This is an optimization exercise on Yosys and OpenROAD, whose aim is small area, not a production implementation.
At most, simulation tests tie the RTL to the original design; equivalence was not proved.
The clock input has no modelled driver; a real chip could not lean on it and would need a root buffer or a full tree.
No activity file was given, so power comes from the tool's default toggle rates.

Setup of build 28:
==> flow/design.v <==
`timescale 1ns / 1ps
module  n4fpga_PWM_detection #(
	parameter				WIDTH = 20              
	) (
	input 					clock_3,
	input 					RGBval,                  
	input                   Reset,                   
	output reg	[WIDTH-1:0]	high_counter,            
	output reg	[WIDTH-1:0]	low_counter              
	);
	reg			[WIDTH-1:0]	run;                     
	reg			[WIDTH-1:0]	frz;                     
	reg 					lastval_n;               
	localparam NG = 1;
	localparam GS = (WIDTH + NG - 1) / NG;           
	wire rise, fall;                                 
	wire lastval_n_d;
	wire [NG-1:0] ld_h, hd_h, ld_l, hd_l, ld_f, keep_c, keep_f;
	cw_and2  u_rise (.a(RGBval), .b(lastval_n), .y(rise));    
	cw_nor2  u_fall (.a(RGBval), .b(lastval_n), .y(fall));    
	cw_nand2b u_last (.an(Reset), .b(RGBval), .y(lastval_n_d));  
	genvar g;
	generate
		for (g = 0; g < NG; g = g + 1) begin : g_ctl
			cw_nor2b u_ldh  (.a(Reset), .bn(rise), .y(ld_h[g]));    
			cw_nor2  u_hdh  (.a(Reset), .b(rise),  .y(hd_h[g]));    
			cw_nor2b u_ldl  (.a(Reset), .bn(fall), .y(ld_l[g]));    
			cw_nor2  u_hdl  (.a(Reset), .b(fall),  .y(hd_l[g]));    
			cw_nor3  u_kc   (.a(Reset), .b(rise), .c(fall), .y(keep_c[g]));  
			cw_nor2  u_ldf  (.a(Reset), .b(keep_c[g]), .y(ld_f[g]));  
			cw_nor3  u_kf   (.a(Reset), .b(rise), .c(fall), .y(keep_f[g]));  
		end
	endgenerate
	wire [WIDTH-1:0] run_d, frz_d, high_d, low_d;
	wire [WIDTH-1:0] carry;                          
	wire [WIDTH-1:0] cnt_x;
	assign carry[1] = run[0];
	cw_nor2b u_b0 (.a(run[0]), .bn(keep_c[0]), .y(run_d[0]));
	genvar i;
	generate
		for (i = 1; i < WIDTH; i = i + 1) begin : g_cnt
			cw_oai21 u_x (.a(run[i]), .b(carry[i]), .c(keep_c[i/GS]), .y(cnt_x[i]));
			cw_aoi21 u_y (.a(run[i]), .b(carry[i]), .c(cnt_x[i]), .y(run_d[i]));
			if (i < WIDTH - 1) begin : g_c
				cw_and2 u_c (.a(carry[i]), .b(run[i]), .y(carry[i+1]));
			end
		end
		for (i = 0; i < WIDTH; i = i + 1) begin : g_hold
			cw_ao22 u_f (.a(ld_f[i/GS]), .b(run[i]), .c(keep_f[i/GS]), .d(frz[i]),          .y(frz_d[i]));
			cw_ao22 u_h (.a(ld_h[i/GS]), .b(frz[i]), .c(hd_h[i/GS]), .d(high_counter[i]), .y(high_d[i]));
			cw_ao22 u_l (.a(ld_l[i/GS]), .b(frz[i]), .c(hd_l[i/GS]), .d(low_counter[i]),  .y(low_d[i]));
		end
	endgenerate
	always @(posedge clock_3) begin
		lastval_n    <= lastval_n_d;
		run          <= run_d;
		frz          <= frz_d;
		high_counter <= high_d;
		low_counter  <= low_d;
	end
endmodule
module cw_nor2 (input a, input b, output y);
	assign y = ~(a | b);
endmodule
module cw_nor2b (input a, input bn, output y);
	assign y = ~a & bn;
endmodule
module cw_nand2b (input an, input b, output y);
	assign y = an | ~b;
endmodule
module cw_nor3 (input a, input b, input c, output y);
	assign y = ~(a | b | c);
endmodule
module cw_and2 (input a, input b, output y);
	assign y = a & b;
endmodule
module cw_oai21 (input a, input b, input c, output y);
	assign y = ~((a | b) & c);
endmodule
module cw_aoi21 (input a, input b, input c, output y);
	assign y = ~((a & b) | c);
endmodule
module cw_ao22 (input a, input b, input c, input d, output y);
	assign y = (a & b) | (c & d);
endmodule
`timescale 1ns / 1ps
module color_wheel_pwm (
    input               clk,
    input               reset,           
    input               rgb_red,
    input               rgb_green,
    input               rgb_blue,
    output [19:0]       red_high,
    output [19:0]       red_low,
    output [19:0]       green_high,
    output [19:0]       green_low,
    output [19:0]       blue_high,
    output [19:0]       blue_low
);
n4fpga_PWM_detection #(.WIDTH(20)) Red
           (
               .clock_3(clk),
               .Reset(reset),
               .RGBval(rgb_red),
               .high_counter(red_high),
               .low_counter(red_low)
           );
n4fpga_PWM_detection #(.WIDTH(20)) Green
           (
               .clock_3(clk),
               .Reset(reset),
               .RGBval(rgb_green),
               .high_counter(green_high),
               .low_counter(green_low)
           );
n4fpga_PWM_detection #(.WIDTH(20)) Blue
           (
               .clock_3(clk),
               .Reset(reset),
               .RGBval(rgb_blue),
               .high_counter(blue_high),
               .low_counter(blue_low)
           );
endmodule
==> flow/config.mk <==
export PLATFORM = sky130hd
export DESIGN_NAME = color_wheel_pwm
export DESIGN_NICKNAME = color_wheel_pwm
export VERILOG_FILES = /design/flow/design.v
export SDC_FILE = /design/flow/constraint.sdc
export NUM_CORES = 4
export LEC_CHECK = 0
export ABC_AREA = 1
export ABC_CLOCK_PERIOD_IN_PS = 6000
export CAP_MARGIN = 5
export CORE_MARGIN = 2
export CORE_UTILIZATION = 70
export GPL_TIMING_DRIVEN = 0
export SLEW_MARGIN = 5
export SYNTH_HIERARCHICAL = 1
==> flow/constraint.sdc <==
create_clock -name core_clock -period 6.0 [get_ports {clk}]
set_input_delay 1.2000 -clock core_clock [delete_from_list [all_inputs] [get_ports {clk}]]
set_output_delay 1.2000 -clock core_clock [all_outputs]
set_load 0.01 [all_outputs]
standard.sh (not shown) runs the stock make flow with config.mk's settings and CLKGATE_MAP_FILE= SYNTH_SCRIPT=/design/flow/synth_recipe.tcl, a recipe that flattens the netlist after the stock synthesis.
==> flow/flow/run.sh <==
#!/bin/bash
set -euo pipefail
W=$PWD

rm -rf "$W/scripts_area"
cp -r "$FLOW_HOME/scripts" "$W/scripts_area"
cp "$W/flow/abc_area.script" "$W/scripts_area/abc_area.script"

bash "$W/standard.sh" SCRIPTS_DIR="$W/scripts_area" synth > "$W/flow_synth.log" 2>&1

bash "$W/standard.sh" \
  BUFFER_PORTS_ARGS="-buffer_cell sky130_fd_sc_hd__buf_1" \
  CTS_ARGS="$(cat "$W/flow/cts_args.txt")" \
  POST_CTS_TCL="$W/flow/post_cts.tcl" \
  finish > "$W/flow_layout.log" 2>&1
Other scripts of this flow, unchanged in this note and not shown: flow/flow/abc_area.script, flow/flow/cts_args.txt, flow/flow/post_cts.tcl
> inputs changed (build 28 -> trial 23)
--- a/flow/design.v
+++ b/flow/design.v
@@ -9,11 +9,11 @@
 	output reg	[WIDTH-1:0]	low_counter              
 	);
 	reg			[WIDTH-1:0]	run;                     
 	reg			[WIDTH-1:0]	frz;                     
 	reg 					lastval_n;               
-	localparam NG = 1;
+	localparam NG = 2;
 	localparam GS = (WIDTH + NG - 1) / NG;           
 	wire rise, fall;                                 
 	wire lastval_n_d;
 	wire [NG-1:0] ld_h, hd_h, ld_l, hd_l, ld_f, keep_c, keep_f;
 	cw_and2  u_rise (.a(RGBval), .b(lastval_n), .y(rise));    
==> results.txt <==
In the tables for trial 23 and build 28, synthesized area reads lower with build 28. Diff build 28 -> trial 23: combinational group share of total power went down by 0.3 points; share of power burned in the clock network has increased; highest achievable clock rate moved down; wire length of the first global-routing pass saw a decrease. From build 28 to trial 23 the numbers moved as follows: post-route total power roughly the same, largest stage delay on the critical path higher, post-synth net total higher, final wirelength lower.
The RTL of build 28 was laid out without a check of its function.

what the ideal ports hide:
The flow's constraints put no driver on any port. The routed layouts listed below were extracted and timed again, unchanged, in two steps.
Step 1 sets driving cells, clkbuf_16 on the clock port and buf_2 on the other inputs (assumed; they add their load-dependent delay and slew).
Step 2 moves the port delays by t, midway between the first and last clock arrival at a register: inputs arrive t later, outputs are due t later. That takes back most of the time a late clock gives input paths.
a / b / c = no drivers / after step 1 / after step 2; a / b = the first two.
| run | shift t [ns] | setup WS [ns] | worst register clock-pin slew, ns |
|---|---|---|---|
| build 28 | 0.268 | 1.838 / 1.838 / 1.838 | 0.12 / 0.12 |
| trial 23 | 0.269 | 1.768 / 1.768 / 1.768 | 0.12 / 0.12 |
After both steps setup and hold are still met in every run listed.
